What follows belongs to an exercise in optimizing a design on an open flow for small area, a short achievable clock period and few clock cycles; a production flow would make more cautious choices.
At most, simulation tests tie the RTL to the original design; equivalence was not proved.
Function not checked in runs 3 and 4: the RTL went through the layout flow alone.

===== flow/config.mk =====
export PLATFORM = sky130hd
export DESIGN_NAME = alu_top
export DESIGN_NICKNAME = alu_top
export VERILOG_FILES = /design/flow/design.v
export SDC_FILE = /design/flow/constraint.sdc
export NUM_CORES = 4
export LEC_CHECK = 0
export ABC_AREA = 1
export CAP_MARGIN = 0
export CORE_MARGIN = 2
export CORE_UTILIZATION = 70
export CTS_BUF_LIST = sky130_fd_sc_hd__clkbuf_8
export SETUP_SLACK_MARGIN = 0.2
export SLEW_MARGIN = 0

===== flow/constraint.sdc =====
create_clock -name core_clock -period 7.0 [get_ports {clk}]
set_input_delay 1.4000 -clock core_clock [delete_from_list [all_inputs] [get_ports {clk}]]
set_output_delay 1.4000 -clock core_clock [all_outputs]
set_load 0.01 [all_outputs]

===== flow/design.v =====
module alu_top(
    input wire clk,
    input wire reset,
    input wire [7:0] operand_a,
    input wire [7:0] operand_b,
    input wire [1:0] operation,
    input wire start,
    output reg [15:0] result,
    output wire ready,
    output reg overflow,
    output reg zero
);
    wire [7:0] a = operand_a;
    wire [7:0] b = operand_b;
    wire is_mul_in = operation[1] & ~operation[0];
    function [9:0] brow(input [7:0] m, input one, input two, input neg, input ext);
        reg [9:0] m1, m2;
        begin
            m1 = {{2{ext & m[7]}}, m};
            m2 = {ext & m[7], m, 1'b0};
            brow = (({10{one}} & m1) | ({10{two}} & m2)) ^ {10{neg}};
        end
    endfunction
    function [2:0] benc(input [2:0] x);
        benc = {x[1] ^ x[0], (x[2] & ~x[1] & ~x[0]) | (~x[2] & x[1] & x[0]), x[2]};
    endfunction
    reg busy;           
    reg is_div;         
    reg [1:0] cnt;      
    reg flag;           
    reg [7:0] M;        
    reg [16:0] W;       
    wire [2:0] e0 = benc({a[1:0], 1'b0});
    wire u1_one = is_mul_in ? e0[2] : 1'b1;
    wire u1_two = is_mul_in & e0[1];
    wire u1_neg = is_mul_in ? e0[0] : operation[0];
    wire [9:0] A1 = is_mul_in ? 10'd0 : {2'b00, a};
    wire [9:0] B1 = brow(b, u1_one, u1_two, u1_neg, is_mul_in);
    wire [10:0] S1 = {1'b0, A1} + {1'b0, B1} + {10'd0, u1_neg};
    wire [7:0] s = S1[7:0];
    wire as_ov = (a[7] == (b[7] ^ operation[0])) && (s[7] != a[7]);
    wire lt = S1[9];                                 
    wire [2:0] e1 = benc(a[3:1]);
    wire [9:0] A2 = {{2{S1[9]}}, S1[9:2]};
    wire [9:0] B2 = brow(b, e1[2], e1[1], e1[0], 1'b1);
    wire [10:0] S2 = {1'b0, A2} + {1'b0, B2} + {10'd0, e1[0]};
    wire [11:0] p01 = {S2[9:0], S1[1:0]};            
    wire lt2 = {1'b0, a} < {b, 1'b0};                
    wire bz = (b == 8'd0);
    reg [3:0] t;
    always @(*) begin
        case ({a[7:6], b[1:0]})
            4'b0000: t = 4'b1100;
            4'b0001: t = 4'b0000;
            4'b0010: t = 4'b0000;
            4'b0011: t = 4'b0000;
            4'b0100: t = 4'b1101;
            4'b0101: t = 4'b0100;
            4'b0110: t = 4'b0001;
            4'b0111: t = 4'b0001;
            4'b1000: t = 4'b1110;
            4'b1001: t = 4'b1000;
            4'b1010: t = 4'b0100;
            4'b1011: t = 4'b0010;
            4'b1100: t = 4'b1111;
            4'b1101: t = 4'b1100;
            4'b1110: t = 4'b0101;
            4'b1111: t = 4'b0100;
            default: t = 4'b0000;
        endcase
    end
    wire bh = |b[7:2];
    wire q7 = ~bh & t[3];
    wire q6 = ~bh & t[2];
    wire [1:0] r2 = bh ? a[7:6] : t[1:0];
    wire [7:0] R = W[15:8];
    wire [7:0] QL = W[7:0];
    wire [11:0] P = W[11:0];
    wire [4:0] ah = W[16:12];                        
    wire [2:0] e2 = benc(ah[2:0]);
    wire [2:0] e3 = benc(ah[4:2]);
    wire d1_one = is_div | e2[2];
    wire d1_two = ~is_div & e2[1];
    wire d1_neg = is_div | e2[0];
    wire [9:0] DA1 = is_div ? {1'b0, R, QL[7]} : {{2{P[11]}}, P[11:4]};
    wire [9:0] DB1 = brow(M, d1_one, d1_two, d1_neg, ~is_div);
    wire [10:0] T1 = {1'b0, DA1} + {1'b0, DB1} + {10'd0, d1_neg};
    wire qa = ~T1[9];
    wire [7:0] Ra = qa ? T1[7:0] : {R[6:0], QL[7]};
    wire d2_one = is_div | e3[2];
    wire d2_two = ~is_div & e3[1];
    wire d2_neg = is_div | e3[0];
    wire [9:0] DA2 = is_div ? {1'b0, Ra, QL[6]} : {{2{T1[9]}}, T1[9:2]};
    wire [9:0] DB2 = brow(M, d2_one, d2_two, d2_neg, ~is_div);
    wire [10:0] T2 = {1'b0, DA2} + {1'b0, DB2} + {10'd0, d2_neg};
    wire qb = ~T2[9];
    wire [7:0] Rb = qb ? T2[7:0] : {Ra[6:0], QL[6]};
    wire [15:0] div_res = {Rb, QL[5:0], qa, qb};
    wire [15:0] mul_res = {T2[9:0], T1[1:0], P[3:0]};
    wire fast = ~operation[1] | (operation[0] & lt2);
    wire last = busy & (~is_div | cnt[1]);
    assign ready = (start & fast) | last;
    always @(posedge clk or posedge reset) begin
        if (reset) busy <= 1'b0;
        else busy <= busy ? ~last : (start & ~fast);
    end
    always @(posedge clk) begin
        if (!busy) begin
            M <= b;
            is_div <= operation[0];
            cnt <= 2'd0;
            flag <= bz | (~operation[0] & (a == 8'd0));
            W <= operation[0] ? {1'b0, 6'b0, r2, a[5:0], q7, q6} : {a[7:3], p01};
        end else begin
            cnt <= cnt + 2'd1;
            W <= {1'b0, div_res};
        end
    end
    always @(*) begin
        if (busy) begin
            if (is_div) begin
                result = div_res;
                overflow = flag;
                zero = 1'b0;
            end else begin
                result = mul_res;
                overflow = 1'b0;
                zero = flag;
            end
        end else if (operation[1]) begin
            result = lt ? {a, 8'h00} : {s, 8'h01};
            overflow = 1'b0;
            zero = lt;
        end else begin
            result = {{8{s[7]}}, s};
            overflow = as_ov;
            zero = (s == 8'd0);
        end
    end
endmodule

===== flow/flow/run.sh =====
#!/bin/bash
# Standard layout, with the port buffers made of sky130_fd_sc_hd__buf_2 cells
# (buffer_ports otherwise picks the slow clkdlybuf4s50_1). Every port is still buffered.
set -euo pipefail
export BUFFER_PORTS_ARGS="-buffer_cell sky130_fd_sc_hd__buf_2"
bash standard.sh > standard.log 2>&1

===== flow/standard.sh =====
#!/bin/bash
# synth_recipe.tcl (not shown) runs the flow's synth.tcl, then flattens the netlist and writes it again
# the make line also repeats each setting of config.mk as NAME=value (left out here)
make -C /OpenROAD-flow-scripts/flow DESIGN_CONFIG=/design/flow/config.mk WORK_HOME=/design/flow/orfs CLKGATE_MAP_FILE= SYNTH_SCRIPT=/design/flow/synth_recipe.tcl "${@:-finish}"

==> flow_summary.json, run 1 <==
{
  "status": "finished clean",
  "antenna_found_initial": 0,
  "tightestPinTransition_ns": 0.956,
  "antenna_left": 0,
  "row_count": 29,
  "num-nets-final": 785,
  "io_pins": 40,
  "clock_path_buffers": 2,
  "final_util_pct": 77.8,
  "synth-compound-area-share_pct": 22.8,
  "reg2reg_to": "W[11]",
  "grt_pass1_vias": 4966,
  "place_congestion": 0.950,
  "clock_sinks": 30,
  "slew_headroom_pct": 36.2,
  "reg2reg_from": "is_div",
  "worstHoldStart": "cnt[0]",
  "finalWirelength_um": 14300,
  "hold_class": "reg -> reg",
  "synthesis.nets": 753,
  "ctsHtreeMaxLevel": 2,
  "numPlacedInstances": 790,
  "drc": 0,
  "synth_top_family_by_area": "simple AND/OR/NAND/NOR gates",
  "synth_xor_area_share_pct": 10.8,
  "rr_worst_depth": 28,
  "antennaDiodeCount": 0,
  "core_area_um2": 6350,
  "critPathCaptureType": "primary output",
  "synthAdderAreaFrac_pct": 12.3,
  "final_cells": 799,
  "cts_tree": "built",
  "num-fill-cells": 521,
  "die_x_um": 85.2,
  "cp_max_fo": 26,
  "syn2layout_area_growth_pct": 7.05,
  "fin_setup_tns_ns": 0,
  "setup_viol": 0,
  "grt.total_usage_pct": 39.5,
  "ys_types": 52,
  "port-buffer-count": 39,
  "synth_ff_type": "dfxtp_1",
  "crit_type": "reg -> out",
  "hold_depth": 1,
  "fin_ws_ns": 0.680,
  "cap_violations": 0,
  "syn_avg_cell_area_um2": 6.69,
  "yosysSeqAreaShare_pct": 15.3,
  "dr_total_vias": 5155,
  "worstPathArrival_ns": 4.92,
  "fin_crit_ns": 6.32,
  "initial_utilization_pct": 72.6,
  "synth-simple-area-share_pct": 28.5,
  "post-route-period-util_pct": 90.3,
  "muxShareOfSynthArea_pct": 0.434,
  "cts-root-buf": "clkbuf_8",
  "die_h_um": 85.2,
  "rsz0062_at_grt": "no",
  "hold_end": "cnt[0]",
  "die-area_um2": 7250,
  "drt-initial-drc-count": 594,
  "place_ws_ns": 0.650,
  "synth-seq-cells": 30,
  "drv_slew": 0,
  "yosys_warnings": 1,
  "async_flop_share_pct": 3.33,
  "layout-drive-gt1-share_pct": 14.1,
  "max_freq_mhz": 158,
  "critPathLaunchType": "flip-flop",
  "wl_per_cell_um": 17.8,
  "dr.pass1.iters": 10,
  "clock_latency_ns": 0.28,
  "r2r_setup_slack_ns": 2.36,
  "grt_first_pass_wirelength_um": 23000,
  "synth_edf_count": 10,
  "synthesis.area_um2": 4610,
  "cts_buffers": 5,
  "grt_overflow": 0,
  "hold_viol": 0,
  "skew_ns": 0.00682,
  "cts.reportedPaths.clkPinSlew_ns": 0.06,
  "via_per_inst": 6.45,
  "worstPathRequired_ns": 5.60,
  "grt_start_max_net_pins": 31,
  "dp_hpwl_um": 11300,
  "synthCells": 689
}
## registers in the layout, indices dropped and copies added (netlist names)
register / cells
flag: 1
busy: 1
W: 17
is_div: 1
cnt: 2
M: 8
## Yosys cell counts, types with 3 or more instances
cell	count	area, um2
clkbuf_1	7	26.3
inv_1	81	304
buf_6	3	33.8
a21o_1	3	22.5
o21bai_1	6	45.0
xor2_1	38	333
xnor2_1	17	149
or2_2	4	25.0
inv_2	10	37.5
ha_1	39	488
nand4_1	5	31.3
a22oi_1	5	37.5
buf_2	4	20.0
dfxtp_1	19	380
nand2_2	9	56.3
nand2_1	125	469
edfxtp_1	10	300
o22ai_1	31	194
fa_1	4	80.1
o21ai_1	15	75.1
nor3_1	3	15.0
nand3_1	70	350
nor2_1	34	128
nand3b_1	3	22.5
o221ai_1	4	35.0
nand2_4	5	56.3
o211ai_1	9	67.6
a21oi_1	41	205
o21ai_2	4	35.0
nand3_2	9	90.1
o21ai_0	45	225
## per-stage QoR
| stage | instance area [um2] | hold slack, ns |
|---|---|---|
| after CTS | 4910 | 0.445 |
| after floorplan | 4610 | 0.413 |
| final | 4940 | 0.449 |
| after detailed placement | 4820 | 0.435 |
| after global placement | 4820 | 0.423 |
| after global routing | 4940 | 0.469 |
## placed cells by master (no fill, tap or decap), drive strengths merged, types with 9 or more instances in the layout
cell type / netlist / final
o21ai: 64 / 64
edfxtp: 10 / 10
nand2: 139 / 139
nand3: 79 / 79
o22ai: 31 / 31
xor2: 39 / 39
ha: 39 / 39
nor2: 38 / 38
xnor2: 17 / 17
o211ai: 9 / 9
inv: 92 / 93
a21oi: 42 / 42
buf: 10 / 42
dfxtp: 19 / 19
## cell families after synthesis
kind of cell / Yosys count
flip-flops: 30
multiplexers: 2
XOR/XNOR: 56
adder cells (fa/ha/maj): 43
AO/OA/AOI/OAI: 175
AND/OR/NAND/NOR: 273
buffers and inverters: 110
## per-layer routing
| layer | routed length (um) | GRT usage, % |
|---|---|---|
| met3 | 1370 | 3.60 |
| met1 | 5210 | 46.8 |
| met5 | 0 | 0 |
| met2 | 6820 | 69.2 |
| met4 | 857 | 23.2 |
## worst max-delay path, stage by stage (launching register included)
cell and delay [ns]:
edfxtp_1 0.45, buf_4 0.26, nor2_4 0.19, inv_2 0.12, xor2_1 0.18, ha_1 0.37
nand2_1 0.07, inv_1 0.08, nand3_1 0.09, nor2_1 0.12, nand3_1 0.08, nand2_1 0.11
inv_1 0.06, nand3_1 0.11, nand2_4 0.13, o21ai_1 0.28, o21ai_0 0.22, fa_1 0.50
nand3_1 0.09, nand2_1 0.09, a21oi_1 0.15, o21bai_1 0.11, a21o_1 0.17, a21oi_1 0.15
xnor2_1 0.13, nand2_1 0.06, nand3_1 0.10, buf_2 0.13
## cell type report
class / instances / area (um2) / area share [%]
Multi-Input combinational cell: 549 / 3460 / 70.1
Clock inverter: 2 / 8.76 / 0.177
Clock buffer: 6 / 82.6 / 1.67
Sequential cell: 30 / 707 / 14.3
Tap cell: 77 / 96.3 / 1.95
Timing Repair Buffer: 42 / 218 / 4.41
Inverter: 93 / 362 / 7.32
## what timing repair did
action / CTS / global route
resized for setup: 0 / 11
buffers inserted: 0 / 1
setup endpoints to repair: 0 / 9
hold buffers: 0 / 0
## worst max-delay path by stage
| stage | startpoint | to | slack, ns |
|---|---|---|---|
| after floorplan | is_div | result[14] | 1.44 |
| after global placement | is_div | result[0] | 0.70 |
| after detailed placement | is_div | result[0] | 0.65 |
| after CTS | is_div | result[0] | 0.33 |
| after global routing | is_div | result[12] | 0.27 |
| final | is_div | result[14] | 0.68 |
Testbench counts, summed over its fixed seeds: cycles 4,589.
==> inputs of run 2 (changes only) <==
--- a/flow/config.mk
+++ b/flow/config.mk
@@ -6,9 +6,9 @@
 export NUM_CORES = 4
 export LEC_CHECK = 0
 export ABC_AREA = 1
-export CAP_MARGIN = 0
+export CAP_MARGIN = 20
 export CORE_MARGIN = 2
-export CORE_UTILIZATION = 70
+export CORE_UTILIZATION = 40
 export CTS_BUF_LIST = sky130_fd_sc_hd__clkbuf_8
-export SETUP_SLACK_MARGIN = 0.2
-export SLEW_MARGIN = 0
+export SETUP_SLACK_MARGIN = 0.7
+export SLEW_MARGIN = 20
==> run 2 against run 1 <==
Against the previous run:
- sequential share of layout area is 2.0 points lower
- non-clock buffer count is 33 higher
- critical path depth is 1 higher
- synthesized cell count is the same
- critical path type unchanged
- largest cell class unchanged
- highest routed layer unchanged
==> flow_summary.json, run 2 <==
{
  "reg2reg_from": "is_div",
  "clock_path_buffers": 2,
  "cts_tree": "built",
  "grt_first_pass_wirelength_um": 25000,
  "layout-drive-gt1-share_pct": 27.6,
  "largest_register": "W",
  "post-synth-top-count-cell": "nand2_1",
  "use_met1_pct": 33.1,
  "slew_headroom_pct": 54.5,
  "drc": 0,
  "clock_latency_ns": 0.28,
  "drt-initial-drc-count": 393,
  "final_cells": 904,
  "yosys.area.top_type": "ha_1",
  "die-area_um2": 12400,
  "row_count": 39,
  "dp_hpwl_um": 12600,
  "finalWirelength_um": 16800,
  "final_util_pct": 51.2,
  "synth_area_leaders": "ha_1 11%, nand2_1 10%, dfxtp_1 8.2%",
  "largestRegisters": "W: 17 flops, M: 8 flops, cnt: 2 flops",
  "drv_slew": 0,
  "fin_setup_tns_ns": 0,
  "clock_sinks": 30,
  "rsz0062_at_grt": "yes",
  "rr_worst_depth": 29,
  "largest_reg_flops": 17,
  "numPlacedInstances": 857,
  "critPathLaunchType": "flip-flop",
  "port-buffer-count": 39,
  "synth_ff_type": "dfxtp_1",
  "async_flop_share_pct": 3.33,
  "dr_total_vias": 5282,
  "max_freq_mhz": 159,
  "crit_slowest_cell": "edfxtp_1",
  "hold_viol": 0,
  "antennaDiodeCount": 0,
  "critPathCaptureType": "primary output",
  "core_area_um2": 11300,
  "wl_per_cell_um": 18.5,
  "worstHoldStart": "cnt[0]",
  "synthCells": 689,
  "syn2layout_area_growth_pct": 25.8,
  "place_congestion": 0.940,
  "dr.pass1.iters": 5,
  "final_cell_mix": "114 x nand2_1, 74 x inv_1, 48 x nand3_1",
  "synth-seq-cells": 30,
  "status": "finished clean",
  "setup_viol": 0,
  "yosysSeqAreaShare_pct": 15.3,
  "final_common_cell": "nand2_1",
  "crit_type": "reg -> out",
  "cts.reportedPaths.clkPinSlew_ns": 0.07,
  "cts_buffers": 5,
  "synthesis.area_um2": 4610,
  "grt_pass1_vias": 4834,
  "synthesis.nets": 753,
  "antenna_found_initial": 0,
  "ys_types": 52,
  "reg2reg_to": "W[8]",
  "io_pins": 40,
  "hold_end": "cnt[0]",
  "via_per_inst": 5.84,
  "yosys_warnings": 1,
  "cap_violations": 0,
  "synthTopCellsByCount": "125 x nand2_1, 81 x inv_1, 70 x nand3_1",
  "tightestPinTransition_ns": 0.680,
  "worstPathArrival_ns": 4.87,
  "antenna_left": 0,
  "synth_edf_count": 10,
  "fin_crit_ns": 6.27,
  "cts-root-buf": "clkbuf_8",
  "hold_depth": 1,
  "hold_class": "reg -> reg",
  "worstPathRequired_ns": 5.60,
  "r2r_setup_slack_ns": 2.40,
  "max_stage_delay_ns": 0.49,
  "die_x_um": 111,
  "skew_ns": 0.00802,
  "use_met2_pct": 43.0,
  "initial_utilization_pct": 40.7,
  "gr-usage-met3_pct": 1.96,
  "cp_max_fo": 26,
  "synth_top_area_share_pct": 10.6,
  "post-route-period-util_pct": 89.6,
  "syn_avg_cell_area_um2": 6.69,
  "top_usage_layer": "met2",
  "grt_start_max_net_pins": 31,
  "grt.total_usage_pct": 24.9,
  "num-fill-cells": 1152,
  "die_h_um": 111,
  "grt_overflow": 0,
  "ctsHtreeMaxLevel": 2,
  "num-nets-final": 824
}
## run 2: logic make-up (layout without fill, tap and decap cells)
logic type | count (synthesis) | count (layout) | synth area share [%]
adder cells (fa/ha/maj) | 43 | 43 | 12.3
AND/OR/NAND/NOR | 273 | 278 | 28.5
buffers and inverters | 110 | 177 | 9.82
XOR/XNOR | 56 | 56 | 10.8
flip-flops | 30 | 30 | 15.3
multiplexers | 2 | 2 | 0.434
AO/OA/AOI/OAI | 175 | 175 | 22.8
## run 2: final cells by class
class | count | area [um2] | share of cell area, %
clock inverter | 3 | 16.3 | 0.280
inverter | 93 | 377 | 6.49
multi-input combinational | 554 | 3940 | 67.9
timing repair inverter | 1 | 3.75 | 0.0647
clock buffer | 5 | 68.8 | 1.19
tap | 143 | 179 | 3.08
timing repair buffer | 75 | 503 | 8.67
sequential | 30 | 714 | 12.3
## run 2: worst max-delay path by stage
stage	start	to	slack, ns	cells past startpoint
floorplan	is_div	result[14]	1.44	28
global route	is_div	result[0]	0.47	29
detailed placement	is_div	result[0]	0.65	25
global placement	is_div	result[0]	0.73	25
finish	is_div	result[0]	0.73	28
CTS	is_div	result[0]	0.70	27
## run 2: what timing repair did
action                     4_1_cts  5_1_grt
cloned                           1        5
pin swaps                        2       42
hold buffers                     0        0
setup endpoints to repair        9       11
buffers inserted                 5       28
resized for setup               10      111
## run 2: stage by stage
step	area, um2	hold WS (ns)	setup slack (ns)
final	5800	0.439	0.730
after global routing	5800	0.456	0.469
after CTS	5070	0.447	0.701
after detailed placement	4910	0.435	0.647
after global placement	4910	0.424	0.728
after floorplan	4610	0.413	1.44
## run 2: worst max-delay path, delay by kind of cell (launching register included)
kind | cells | cell delay (ns)
simple gates | 15 | 1.84
buf+inv | 7 | 1.06
fa+ha+maj | 2 | 0.56
flops | 1 | 0.49
compound gates | 3 | 0.47
xor+xnor | 1 | 0.17
## run 2: per-layer routing
layer,wire length (um),share of wire (%),vias up
li1,-,-,2517
met1,7110,42,2495
met2,8160,49,225
met3,927,5.5,45
met4,570,3.4,0
met5,0,0,-
==> inputs of run 3 (changes only) <==
--- a/flow/design.v
+++ b/flow/design.v
@@ -40,39 +40,28 @@
     wire [7:0] s = S1[7:0];
     wire as_ov = (a[7] == (b[7] ^ operation[0])) && (s[7] != a[7]);
     wire lt = S1[9];                                 
+    wire lt2 = {1'b0, a} < {b, 1'b0};                
+    wire [7:0] zx = a ^ b;
+    wire s_zero = operation[0] ? (zx == 8'd0) : (zx == {a[6:0] | b[6:0], 1'b0});
+    wire bz = (b == 8'd0);
+    wire q7 = ({7'b0, a[7]} >= b);
+    wire r7 = q7 ? (a[7] - b[0]) : a[7];
+    wire [1:0] x6 = {r7, a[6]};
+    wire q6 = ({6'b0, x6} >= b);
+    wire [1:0] r6 = q6 ? (x6 - b[1:0]) : x6;
+    wire [2:0] x5 = {r6, a[5]};
+    wire q5 = ({5'b0, x5} >= b);
+    wire [2:0] r5 = q5 ? (x5 - b[2:0]) : x5;
     wire [2:0] e1 = benc(a[3:1]);
-    wire [9:0] A2 = {{2{S1[9]}}, S1[9:2]};
-    wire [9:0] B2 = brow(b, e1[2], e1[1], e1[0], 1'b1);
-    wire [10:0] S2 = {1'b0, A2} + {1'b0, B2} + {10'd0, e1[0]};
+    wire u2_one = is_mul_in ? e1[2] : 1'b1;
+    wire u2_two = is_mul_in & e1[1];
+    wire u2_neg = is_mul_in ? e1[0] : 1'b1;
+    wire [9:0] A2 = is_mul_in ? {{2{S1[9]}}, S1[9:2]} : {6'b0, r5, a[4]};
+    wire [9:0] B2 = brow(b, u2_one, u2_two, u2_neg, is_mul_in);
+    wire [10:0] S2 = {1'b0, A2} + {1'b0, B2} + {10'd0, u2_neg};
     wire [11:0] p01 = {S2[9:0], S1[1:0]};            
-    wire lt2 = {1'b0, a} < {b, 1'b0};                
-    wire bz = (b == 8'd0);
-    reg [3:0] t;
-    always @(*) begin
-        case ({a[7:6], b[1:0]})
-            4'b0000: t = 4'b1100;
-            4'b0001: t = 4'b0000;
-            4'b0010: t = 4'b0000;
-            4'b0011: t = 4'b0000;
-            4'b0100: t = 4'b1101;
-            4'b0101: t = 4'b0100;
-            4'b0110: t = 4'b0001;
-            4'b0111: t = 4'b0001;
-            4'b1000: t = 4'b1110;
-            4'b1001: t = 4'b1000;
-            4'b1010: t = 4'b0100;
-            4'b1011: t = 4'b0010;
-            4'b1100: t = 4'b1111;
-            4'b1101: t = 4'b1100;
-            4'b1110: t = 4'b0101;
-            4'b1111: t = 4'b0100;
-            default: t = 4'b0000;
-        endcase
-    end
-    wire bh = |b[7:2];
-    wire q7 = ~bh & t[3];
-    wire q6 = ~bh & t[2];
-    wire [1:0] r2 = bh ? a[7:6] : t[1:0];
+    wire q4 = ~S2[9];
+    wire [7:0] r4 = q4 ? S2[7:0] : {4'b0, r5, a[4]};
     wire [7:0] R = W[15:8];
     wire [7:0] QL = W[7:0];
     wire [11:0] P = W[11:0];
@@ -98,7 +87,7 @@
     wire [15:0] div_res = {Rb, QL[5:0], qa, qb};
     wire [15:0] mul_res = {T2[9:0], T1[1:0], P[3:0]};
     wire fast = ~operation[1] | (operation[0] & lt2);
-    wire last = busy & (~is_div | cnt[1]);
+    wire last = busy & (~is_div | cnt[0]);
     assign ready = (start & fast) | last;
     always @(posedge clk or posedge reset) begin
         if (reset) busy <= 1'b0;
@@ -110,7 +99,7 @@
             is_div <= operation[0];
             cnt <= 2'd0;
             flag <= bz | (~operation[0] & (a == 8'd0));
-            W <= operation[0] ? {1'b0, 6'b0, r2, a[5:0], q7, q6} : {a[7:3], p01};
+            W <= operation[0] ? {1'b0, r4, a[3:0], q7, q6, q5, q4} : {a[7:3], p01};
         end else begin
             cnt <= cnt + 2'd1;
             W <= {1'b0, div_res};
@@ -134,7 +123,7 @@
         end else begin
             result = {{8{s[7]}}, s};
             overflow = as_ov;
-            zero = (s == 8'd0);
+            zero = s_zero;
         end
     end
 endmodule
--- a/flow/config.mk
+++ b/flow/config.mk
@@ -9,6 +9,5 @@
 export CAP_MARGIN = 20
 export CORE_MARGIN = 2
 export CORE_UTILIZATION = 40
-export CTS_BUF_LIST = sky130_fd_sc_hd__clkbuf_8
-export SETUP_SLACK_MARGIN = 0.7
+export SETUP_SLACK_MARGIN = 0.2
 export SLEW_MARGIN = 20
==> run 3 against run 2 <==
Against the previous run:
- final area grew 0.65%
- sequential cell count down 1
- register-to-register slack got worse by 0.03 ns
- critical path depth is 1 higher
- global-route usage is 1.1 points higher
- routed wire length increased by 8.4%
- critical endpoint unchanged
- maximum frequency shrank 2.7%
- non-clock buffer count is 16 lower
- clock skew decreased by 0.0034 ns
==> flow_summary.json, run 3 <==
{
  "status": "finished clean",
  "post-synth-top-count-cell": "nand2_1",
  "dr.pass1.iters": 5,
  "via_per_inst": 5.44,
  "dp_hpwl_um": 14600,
  "grt.total_usage_pct": 26.0,
  "drc": 0,
  "num-nets-final": 952,
  "final_cells": 1048,
  "crit_slowest_cell": "edfxtp_1",
  "largestRegisters": "W: 17 flops, M: 8 flops",
  "port-buffer-count": 39,
  "synthesis.nets": 904,
  "die_h_um": 117,
  "worstPathRequired_ns": 5.60,
  "synth_ff_type": "dfxtp_1",
  "initial_utilization_pct": 40.9,
  "clock_sinks": 29,
  "dr_total_vias": 5697,
  "fin_crit_ns": 6.44,
  "async_flop_share_pct": 3.45,
  "grt_start_max_net_pins": 34,
  "yosysSeqAreaShare_pct": 13.3,
  "cts.reportedPaths.clkPinSlew_ns": 0.05,
  "place_congestion": 0.944,
  "path_buf_inv": 7,
  "core_area_um2": 12600,
  "largest_reg_flops": 17,
  "grt_first_pass_wirelength_um": 28600,
  "cp_top_family": "simple AND/OR/NAND/NOR gates",
  "cts-root-buf": "clkbuf_16",
  "hold_viol": 0,
  "worstPathArrival_ns": 5.04,
  "io_pins": 40,
  "drv_slew": 0,
  "die_x_um": 117,
  "antennaDiodeCount": 0,
  "hold_class": "reg -> reg",
  "cts_buffers": 5,
  "tightestPinTransition_ns": 0.857,
  "slew_headroom_pct": 42.6,
  "numPlacedInstances": 1032,
  "clock_path_buffers": 2,
  "cp_max_fo": 9,
  "critPathLaunchType": "flip-flop",
  "stdcell_area_um2": 5840,
  "hold_buffers": 0,
  "finalWirelength_um": 18200,
  "row_count": 41,
  "synth_top_area_share_pct": 16.2,
  "skew_ns": 0.00466,
  "ys_types": 50,
  "final_common_cell": "nand2_1",
  "final_cell_mix": "221 x nand2_1, 104 x inv_1, 65 x nand3_1",
  "max_freq_mhz": 155,
  "grt_pass1_vias": 5334,
  "critPathCaptureType": "primary output",
  "die-area_um2": 13800,
  "synthesis.area_um2": 5140,
  "drt-initial-drc-count": 543,
  "rsz0062_at_grt": "no",
  "grt_overflow": 0,
  "crit_type": "reg -> out",
  "synthCells": 827,
  "layout-drive-gt1-share_pct": 12.6,
  "cap_violations": 0,
  "fin_setup_tns_ns": 0,
  "synthTopCellsByCount": "222 x nand2_1, 105 x inv_1, 66 x nand3_1",
  "synth_area_leaders": "nand2_1 16%, ha_1 12%, inv_1 7.7%",
  "yosys.area.top_type": "nand2_1",
  "antenna_left": 0,
  "syn2layout_area_growth_pct": 13.5,
  "cts_tree": "built",
  "synth-seq-cells": 29,
  "largest_register": "W",
  "ctsHtreeMaxLevel": 2,
  "yosys_warnings": 1,
  "post-route-period-util_pct": 92.0,
  "dpl-instance-area_um2": 5560,
  "max_stage_delay_ns": 0.42,
  "clock_latency_ns": 0.28,
  "antenna_found_initial": 0,
  "syn_avg_cell_area_um2": 6.22,
  "wl_per_cell_um": 17.3,
  "setup_viol": 0,
  "critPathMostFrequentCell": "nand2_1",
  "synth_edf_count": 10
}
-- run 3: what timing repair did --
action                                  CTS  global route
gates resized for setup                   0            28
endpoints found under the setup margin    0            13
buffers inserted                          0             7
-- run 3: area by class of cell --
cell class                      count  area [um2]
Clock inverter                      1        5.00
Sequential cell                    29         689
Fill cell                        1376        6730
Clock buffer                        7         153
Tap cell                          172         215
Timing Repair Buffer               59         349
Inverter                          113         429
Multi-Input combinational cell    667        4000
-- run 3: metrics by stage --
stage          util (%)  hold slack, ns  setup WS (ns)
4_1_cts            45.5           0.429          0.334
3_3_place_gp       44.2           0.415          0.120
3_5_place_dp       44.2           0.412          0.211
2_1_floorplan         -           0.387          0.962
5_1_grt            46.5           0.471          0.161
6_report           46.5           0.429          0.558
-- run 3: metal layers --
layer,part of all wire (%),wire (um),track usage (%)
met3,6.6,1210,2.09
met2,45,8170,42.2
met5,0,0,0
met1,45,8120,35.7
met4,3.8,684,10.3
-- run 3: cells by family after synthesis --
logic type / count (synthesis) / share of synthesized area [%]
flops: 29 / 13.3
compound gates: 176 / 20.3
buf+inv: 132 / 10.2
xor+xnor: 63 / 10.7
fa+ha+maj: 56 / 14.5
simple gates: 371 / 31.0
-- run 3: path summary, 6_finish.rpt --
kind,start,endpoint,slack [ns],cells after the start
setup / recovery,is_div,result[0],0.56,29
hold / removal,cnt[0],cnt[0],0.43,1
setup reg to reg,is_div,W[11],2.37,31
hold reg to reg,cnt[0],cnt[0],0.43,1
max in group asynchronous,reset,busy,5.96,2
min in group asynchronous,reset,busy,0.95,2
==> inputs of run 4 (changes only) <==
==> flow/design.v (replaced) <==
module alu_top(
    input wire clk,
    input wire reset,
    input wire [7:0] operand_a,
    input wire [7:0] operand_b,
    input wire [1:0] operation,
    input wire start,
    output reg [15:0] result,
    output wire ready,
    output reg overflow,
    output reg zero
);
    wire [7:0] a = operand_a;
    wire [7:0] b = operand_b;
    function [9:0] brow(input [7:0] m, input one, input two, input neg, input ext);
        reg [9:0] m1, m2;
        begin
            m1 = {{2{ext & m[7]}}, m};
            m2 = {ext & m[7], m, 1'b0};
            brow = (({10{one}} & m1) | ({10{two}} & m2)) ^ {10{neg}};
        end
    endfunction
    function [2:0] benc(input [2:0] x);
        benc = {x[1] ^ x[0], (x[2] & ~x[1] & ~x[0]) | (~x[2] & x[1] & x[0]), x[2]};
    endfunction
    reg busy;           
    reg is_div;         
    reg [2:0] cnt;      
    reg flag;           
    reg [7:0] M;        
    reg [18:0] W;       
    wire is_mul_in = operation[1] & ~operation[0];
    wire [2:0] e0 = benc({a[1:0], 1'b0});
    wire u1_one = is_mul_in ? e0[2] : 1'b1;
    wire u1_two = is_mul_in & e0[1];
    wire u1_neg = is_mul_in ? e0[0] : operation[0];
    wire [9:0] A1 = is_mul_in ? 10'd0 : {2'b00, a};
    wire [9:0] B1 = brow(b, u1_one, u1_two, u1_neg, is_mul_in);
    wire [10:0] S1 = {1'b0, A1} + {1'b0, B1} + {10'd0, u1_neg};
    wire [7:0] s = S1[7:0];
    wire as_ov = (a[7] == (b[7] ^ operation[0])) && (s[7] != a[7]);
    wire lt = S1[9];                                 
    wire lt2 = {1'b0, a} < {b, 1'b0};                
    wire bz = (b == 8'd0);
    wire q7 = ({7'b0, a[7]} >= b);
    wire r7 = q7 ? (a[7] - b[0]) : a[7];
    wire [1:0] x6 = {r7, a[6]};
    wire q6 = ({6'b0, x6} >= b);
    wire [1:0] r6 = q6 ? (x6 - b[1:0]) : x6;
    wire [2:0] x5 = {r6, a[5]};
    wire q5 = ({5'b0, x5} >= b);
    wire [2:0] r5 = q5 ? (x5 - b[2:0]) : x5;
    wire [9:0] acc = W[18:9];
    wire [7:0] Q = W[8:1];
    wire qm1 = W[0];
    wire [7:0] R = W[16:9];
    wire [7:0] QL = W[8:1];
    wire [2:0] e = benc({Q[1:0], qm1});
    wire d_one = is_div | e[2];
    wire d_two = ~is_div & e[1];
    wire d_neg = is_div | e[0];
    wire [9:0] DA = is_div ? {1'b0, R, QL[7]} : acc;
    wire [9:0] DB = brow(M, d_one, d_two, d_neg, ~is_div);
    wire [10:0] T = {1'b0, DA} + {1'b0, DB} + {10'd0, d_neg};
    wire qbit = ~T[9];
    wire [7:0] Rn = qbit ? T[7:0] : {R[6:0], QL[7]};
    wire [18:0] W_mul = {{2{T[9]}}, T[9:2], T[1:0], Q[7:2], Q[1]};
    wire [18:0] W_div = {2'b00, Rn, QL[6:0], qbit, 1'b0};
    wire fast = ~operation[1] | (operation[0] & lt2);
    wire last = busy & (cnt == 3'd0);
    assign ready = (start & fast) | last;
    always @(posedge clk or posedge reset) begin
        if (reset) busy <= 1'b0;
        else busy <= busy ? ~last : (start & ~fast);
    end
    always @(posedge clk) begin
        if (!busy) begin
            M <= b;
            is_div <= operation[0];
            cnt <= operation[0] ? 3'd4 : 3'd2;
            flag <= bz | (~operation[0] & (a == 8'd0));
            if (operation[0]) W <= {2'b00, 5'b0, r5, a[4:0], q7, q6, q5, 1'b0};
            else              W <= {{2{S1[9]}}, S1[9:2], S1[1:0], a[7:2], a[1]};
        end else begin
            cnt <= cnt - 3'd1;
            W <= is_div ? W_div : W_mul;
        end
    end
    always @(*) begin
        if (busy) begin
            if (is_div) begin
                result = {Rn, QL[6:0], qbit};
                overflow = flag;
                zero = 1'b0;
            end else begin
                result = {T[9:0], Q[7:2]};
                overflow = 1'b0;
                zero = flag;
            end
        end else if (operation[1]) begin
            result = lt ? {a, 8'h00} : {s, 8'h01};
            overflow = 1'b0;
            zero = lt;
        end else begin
            result = {{8{s[7]}}, s};
            overflow = as_ov;
            zero = (s == 8'd0);
        end
    end
endmodule
==> flow/run.sh (new file) <==
#!/bin/bash
# synth_recipe.tcl (not shown) runs the flow's synth.tcl, then flattens the netlist and writes it again
# the make line also repeats each setting of config.mk as NAME=value (left out here)
make -C /OpenROAD-flow-scripts/flow DESIGN_CONFIG=/design/flow/config.mk WORK_HOME=/design/flow/orfs CLKGATE_MAP_FILE= SYNTH_SCRIPT=/design/flow/synth_recipe.tcl finish
removed: flow/flow/run.sh
removed: flow/standard.sh
==> run 4 against run 3 <==
Against the previous run:
- sequential share of layout area is 5.3 points higher
- critical path depth is 7 lower
- still clean on timing, DRC and antenna
- first-iteration DRC count down 58%
==> flow_summary.json, run 4 <==
{
  "hold_buffers": 0,
  "layout-drive-gt1-share_pct": 8.33,
  "cts_buffers": 5,
  "die_h_um": 101,
  "syn_avg_cell_area_um2": 6.57,
  "synth_edf_count": 10,
  "synth_ff_type": "dfxtp_1",
  "setup_viol": 0,
  "grt_pass1_vias": 3770,
  "clock_path_buffers": 2,
  "largest_reg_flops": 18,
  "num-fill-cells": 935,
  "slew_headroom_pct": 50.0,
  "grt.total_usage_pct": 24.1,
  "critPathMostFrequentCell": "nand2_2",
  "clock_latency_ns": 0.29,
  "synth_area_leaders": "nand2_1 14%, dfxtp_1 11%, ha_1 9.6%",
  "ys_types": 44,
  "synth-seq-cells": 32,
  "critPathCaptureType": "primary output",
  "finalWirelength_um": 11800,
  "largestRegisters": "W: 18 flops, M: 8 flops, cnt: 3 flops",
  "crit_type": "in -> out",
  "cp_top_family": "simple AND/OR/NAND/NOR gates",
  "post-route-period-util_pct": 92.6,
  "hold_viol": 0,
  "max_freq_mhz": 154,
  "largest_register": "W",
  "worstPathRequired_ns": 5.60,
  "dr_total_vias": 3950,
  "tightestPinTransition_ns": 0.750,
  "syn2layout_area_growth_pct": 16.1,
  "drt-initial-drc-count": 228,
  "fin_ws_ns": 0.518,
  "via_per_inst": 5.46,
  "dp_hpwl_um": 9630,
  "synthCells": 573,
  "stdcell_area_um2": 4370,
  "max_stage_delay_ns": 0.55,
  "fin_crit_ns": 6.48,
  "yosys_warnings": 1,
  "grt_first_pass_wirelength_um": 19000,
  "synth_top_area_share_pct": 14.3,
  "yosysSeqAreaShare_pct": 19.8,
  "antenna_found_initial": 0,
  "post-synth-top-count-cell": "nand2_1",
  "initial_utilization_pct": 40.9,
  "cap_violations": 0,
  "port-buffer-count": 39,
  "final_cell_mix": "142 x nand2_1, 77 x inv_1, 70 x nand3_1",
  "worstPathCellList": "clkdlybuf4s50_1, inv_2, nor2_8, nand2_2, clkinvlp_4, nand2_2, o22ai_1, xnor2_1, ha_1, nand2_1, nand2_1, inv_1, o21a_1, nand2_2, nand2_2, nand2_2, nand2_2, nand3_2, nand3_1, nand2_1, nand2_1, clkdlybuf4s50_1",
  "place_ws_ns": 0.435,
  "die_x_um": 101,
  "core_area_um2": 9200,
  "clock_sinks": 32,
  "drv_slew": 0,
  "final_util_pct": 47.5,
  "cts_tree": "built",
  "critPathLaunchType": "primary input",
  "die-area_um2": 10200,
  "place_congestion": 1.02,
  "antenna_left": 0,
  "rsz0062_at_grt": "no",
  "wl_per_cell_um": 16.3,
  "drc": 0,
  "worstPathArrival_ns": 5.08,
  "fin_setup_tns_ns": 0,
  "yosys.area.top_type": "nand2_1",
  "cp_max_fo": 11,
  "skew_ns": 0.00831,
  "status": "finished clean",
  "hold_class": "reg -> reg",
  "final_common_cell": "nand2_1",
  "synthTopCellsByCount": "143 x nand2_1, 78 x inv_1, 70 x nand3_1",
  "ctsHtreeMaxLevel": 2,
  "synthesis.area_um2": 3760,
  "dr.pass1.iters": 5,
  "dpl-instance-area_um2": 4240,
  "path_buf_inv": 5,
  "cts-root-buf": "clkbuf_8",
  "antennaDiodeCount": 0,
  "async_flop_share_pct": 3.13,
  "grt_overflow": 0,
  "io_pins": 40,
  "row_count": 35,
  "crit_slowest_cell": "clkdlybuf4s50_1",
  "cts.reportedPaths.clkPinSlew_ns": 0.07,
  "grt_start_max_net_pins": 28,
  "synthesis.nets": 627,
  "num-nets-final": 665
}
## run 4: changes by cell type in the layout (fill, tap and decap cells not counted), sizes merged, moves of 7 or more
cell,delta
a21oi,-18
buf,-54
clkdlybuf4s50,+38
ha,-21
inv,-32
nand2,-78
nand3,+8
nand4,+7
nor2,-12
o21ai,-36
o22ai,-18
xnor2,-7
xor2,-32
## run 4: cell type report
class                      count  area, um2  share of cell area, %
multi-input combinational    444       2620                   60.0
sequential                    32        746                   17.1
timing repair buffer          43        423                   9.68
inverter                      85        323                   7.39
tap                          111        139                   3.18
clock buffer                   6       82.6                   1.89
clock inverter                 2       33.8                  0.773
## run 4: worst reg2reg max path: stages (launching register included)
cell      delay (ns)
edfxtp_1        0.83
inv_1           0.39
nand3_2         0.21
inv_1           0.12
o22ai_1         0.17
xor2_1          0.34
ha_1            0.36
nand2_1         0.10
inv_1           0.05
nand3_1         0.11
inv_1           0.05
a21oi_1         0.18
nand2_2         0.11
inv_2           0.09
nand3_4         0.13
nand2_4         0.15
o21ai_1         0.07
inv_1           0.11
o211ai_1        0.10
## run 4: through the flow
| step | hold slack [ns] | std cells |
|---|---|---|
| 6_report | 0.410 | 723 |
| 5_1_grt | 0.431 | 723 |
| 4_1_cts | 0.415 | 723 |
| 3_5_place_dp | 0.412 | 715 |
| 3_3_place_gp | 0.399 | 715 |
| 2_1_floorplan | 0.393 | 573 |
## run 4: layer usage
metal	wire length (um)	part of all wire (%)	vias up	GRT usage, %
li1	-	-	1994	-
met3	317	2.7	38	2.08
met5	0	0	-	0
met1	5150	44	1818	29.2
met4	634	5.4	0	13.3
met2	5660	48	100	41.9
## run 4: final timing paths
kind,to,slack [ns],from,cells after the start
setup / recovery,result[8],0.52,operation[1],22
hold / removal,cnt[0],0.41,cnt[0],1
setup reg to reg,W[1],3.20,is_div,18
hold reg to reg,cnt[0],0.41,cnt[0],1
max in group asynchronous,busy,5.68,reset,2
min in group asynchronous,busy,1.23,reset,2
## run 4: timing repair
| item | CTS | global route |
|---|---|---|
| buffers inserted | 0 | 0 |
| endpoints found under the setup margin | 0 | 11 |
| resized for setup | 0 | 3 |
## run 4: cell families after synthesis
group                    after synthesis  share of synthesized area [%]
AND/OR/NAND/NOR                      295                           37.1
buffers and inverters                 97                           10.6
AO/OA/AOI/OAI                         92                           15.2
adder cells (fa/ha/maj)               33                           11.8
flip-flops                            32                           19.8
XOR/XNOR                              24                           5.59

[static timing again, ports no longer ideal]
Ports are ideal in the flow. The routed layouts listed here were re-timed in OpenROAD.
Step 1, drivers: a clkbuf_16 drives clk and a buf_2 each remaining input, both assumed.
Step 2 moves the port delays by t, midway between the first and last clock arrival at a register: inputs arrive t later, outputs are due t later. That takes back most of the time a late clock gives input paths.
a / b / c = ideal / step 1 / step 2; a / b = the first two.
| run | shift t [ns] | setup WS [ns] | worst setup path at the end | worst slew at a driven data input, ns | cell pins on the clock port's net |
|---|---|---|---|---|---|
| run 1 | 0.305 | 0.680 / 0.653 / 0.843 | input to output | 0.03 | 1 |
| run 2 | 0.309 | 0.730 / 0.697 / 1.006 | register to output | 0.03 | 1 |
| run 3 | 0.310 | 0.558 / 0.520 / 0.354 | input to register | 0.04 | 1 |
| run 4 | 0.312 | 0.518 / 0.487 / 0.487 | input to output | 0.04 | 1 |
After both steps setup and hold are still met in every run listed. For run 3, which loses most, drivers alone change the setup slack by -0.038 ns; drivers and shift together by -0.204 ns.
